Background: an optimization exercise with open tools, aiming at small area. Do not read the settings as production practice.
Only simulation tests tie the RTL to the original design; equivalence was not proved.
Power figures rest on the tool's default switching activity, not on a simulated workload.

main:
Design ov5640_cfg_top, start of the top module:
module ov5640_cfg_top(
    input               clk_50M     ,
    input               rst_n       ,
    output              cmos_reset  ,
    output              cmos_pwdn   ,
    output              cmos_sclk   ,
    output              cmos_sdat_o ,
    output              cmos_sdat_oe,
    output              cfg_done    
);
Size in the first run: about 770 cells after synthesis, about 8 I/O pins.
Settings: LEC_CHECK=0, ABC_AREA=1, CAP_MARGIN=20, CELL_PAD_IN_SITES_DETAIL_PLACEMENT=1, CELL_PAD_IN_SITES_GLOBAL_PLACEMENT=1, CORE_MARGIN=2, CORE_UTILIZATION=30, CTS_BUF_LIST=sky130_fd_sc_hd__clkbuf_4 sky130_fd_sc_hd__clkbuf_8, GPL_TIMING_DRIVEN=0, PLACE_DENSITY=0.45, SLEW_MARGIN=20, SYNTH_MEMORY_MAX_BITS=16384; clock period 20.0 ns.
standard.sh (not shown) runs the stock make flow with config.mk's settings and CLKGATE_MAP_FILE= SYNTH_SCRIPT=/design/flow/synth_recipe.tcl, a recipe that flattens the netlist after the stock synthesis.
==> flow/flow/run.sh <==
#!/bin/bash
# Standard layout, except that the combinational logic of the standard
# synthesis is re-mapped for area before floorplanning. flow/resyn.tcl runs
# an ABC script on a netlist, keeping its flip-flops (names, cells and
# connections) as they are. Eight scripts (flow/resyn*.abc, deepsyn with
# different seeds) run on the standard netlist; four more (flow/refine*.abc)
# run on the smallest result; the smallest of all is laid out.
set -euo pipefail
W=$(pwd)
R=$W/orfs/results/sky130hd/ov5640_cfg_top/base
LIB=$FLOW_HOME/platforms/sky130hd/lib/sky130_fd_sc_hd__tt_025C_1v80.lib
bash standard.sh synth > $W/synth_std.log 2>&1
cp $R/1_2_yosys.v $W/1_2_yosys_std.v
resyn() {  # input netlist, output name, abc script
  RESYN_LIB=$LIB RESYN_IN=$1 RESYN_OUT=$W/$2.v RESYN_DONTUSE=$W/flow/dontuse.txt \
  RESYN_ABC=$3 yosys -c $W/flow/resyn.tcl > $W/$2.log 2>&1 || true
}
smallest() {  # names -> the one with the smallest area
  for n in "$@"; do
    a=$(grep 'Chip area' $W/$n.v.stat 2>/dev/null | awk '{print $NF}') && [ -n "$a" ] && echo "$a $n"
  done | sort -g | head -1 | awk '{print $2}'
}
for s in 0 1 2 3; do resyn $W/1_2_yosys_std.v resyn$s $W/flow/resyn$s.abc & done; wait
for s in 4 5 6 7; do resyn $W/1_2_yosys_std.v resyn$s $W/flow/resyn$s.abc & done; wait
b1=$(smallest resyn0 resyn1 resyn2 resyn3 resyn4 resyn5 resyn6 resyn7)
for s in 0 1 2 3; do resyn $W/$b1.v refine$s $W/flow/refine$s.abc & done; wait
best=$(smallest $b1 refine0 refine1 refine2 refine3)
grep -H 'Chip area' $W/*.v.stat > $W/resyn_areas.txt
echo "using $best" >> $W/resyn_areas.txt
cp $W/$best.v $R/1_2_yosys.v
rm -f $R/1_synth.odb $R/1_synth.sdc
bash standard.sh synth > $W/synth_odb.log 2>&1
bash standard.sh finish > $W/finish.log 2>&1
==> flow/flow/resyn.tcl <==
# Re-map the combinational logic of the standard synthesis netlist with a
# stronger ABC script. Flip-flops (and tie cells) are kept as they are, with
# their instance names, cell types and connections.
yosys -import
set lib $::env(RESYN_LIB)
read_liberty -overwrite -setattr liberty_cell -ignore_miss_func $lib
read_verilog $::env(RESYN_IN)
hierarchy -top $::env(FLOW_TOP)
foreach m [split [string trim [tee -q -s result.string select -list-mod =A:liberty_cell]] "\n"] {
  if {[string match "*__df*" $m] || [string match "*__conb*" $m]} { setattr -mod -set blackbox 1 $m }
}
flatten
opt_clean
set du ""
set f [open $::env(RESYN_DONTUSE)]
foreach c [split [string trim [read $f]] " "] { append du " -dont_use $c" }
close $f
eval abc -liberty $lib $du -script $::env(RESYN_ABC)
opt_clean -purge
read_liberty -overwrite -lib $lib
hilomap -singleton -hicell sky130_fd_sc_hd__conb_1 HI -locell sky130_fd_sc_hd__conb_1 LO
splitnets
opt_clean -purge
insbuf -buf sky130_fd_sc_hd__buf_4 A X
check -assert
tee -o $::env(RESYN_OUT).stat stat -liberty $lib
write_verilog -noattr -nohex -nodec $::env(RESYN_OUT)
Other scripts of this flow, unchanged in this note and not shown: flow/flow/dontuse.txt, flow/flow/refine0.abc, flow/flow/refine1.abc, flow/flow/refine2.abc, flow/flow/refine3.abc, flow/flow/resyn0.abc, flow/flow/resyn1.abc, flow/flow/resyn2.abc, flow/flow/resyn3.abc, flow/flow/resyn4.abc, flow/flow/resyn5.abc, flow/flow/resyn6.abc, flow/flow/resyn7.abc
Setup changes, main to the feature branch
Settings: swapping 30 for 36 in CORE_UTILIZATION; swapping 0.45 for 0.5 in PLACE_DENSITY.
--- a/flow/flow/resyn.tcl
+++ b/flow/flow/resyn.tcl
@@ -22,5 +22,5 @@
 splitnets
 opt_clean -purge
-insbuf -buf sky130_fd_sc_hd__buf_4 A X
+insbuf -buf sky130_fd_sc_hd__buf_1 A X
 check -assert
 tee -o $::env(RESYN_OUT).stat stat -liberty $lib
### Flow results
On sequential share of cell area, main tracks the feature branch almost exactly. The feature branch against main; die area is down by more than 10%. Going from main to the feature branch, first-pass GRT wire length shrank slightly. Met2 usage in global routing, main and the feature branch: smaller value in main. Diff main -> the feature branch: combinational fraction of design power closely matched the old numbers; shortest period the worst path allows decreased by 0.10 ns relative to the old numbers.

## port drivers added, routing unchanged
The results above use ideal ports. As a check the final layouts listed here were re-extracted and re-timed, cells and wires unchanged.
Step 1 (the two cells are an assumption about what drives the block):
set clk [get_ports {clk_50M}]
set_driving_cell -lib_cell sky130_fd_sc_hd__clkbuf_16 $clk
set_driving_cell -lib_cell sky130_fd_sc_hd__buf_2 [delete_from_list [all_inputs] $clk]
Step 2, shift: input delay + t, output delay - t, t = (earliest + latest rising clock arrival at the registers) / 2. This alone moves slack from input paths to output paths.
Three values: ideal, step 1, step 2; two values: the first two.
run | t (ns) | slack for setup (ns) | slew at the worst register clock pin (ns)
main | 0.312 | 9.187 / 9.156 / 9.469 | 0.09 / 0.09
the feature branch | 0.310 | 9.289 / 9.260 / 9.570 | 0.09 / 0.09
After both steps every run listed still meets setup and hold.
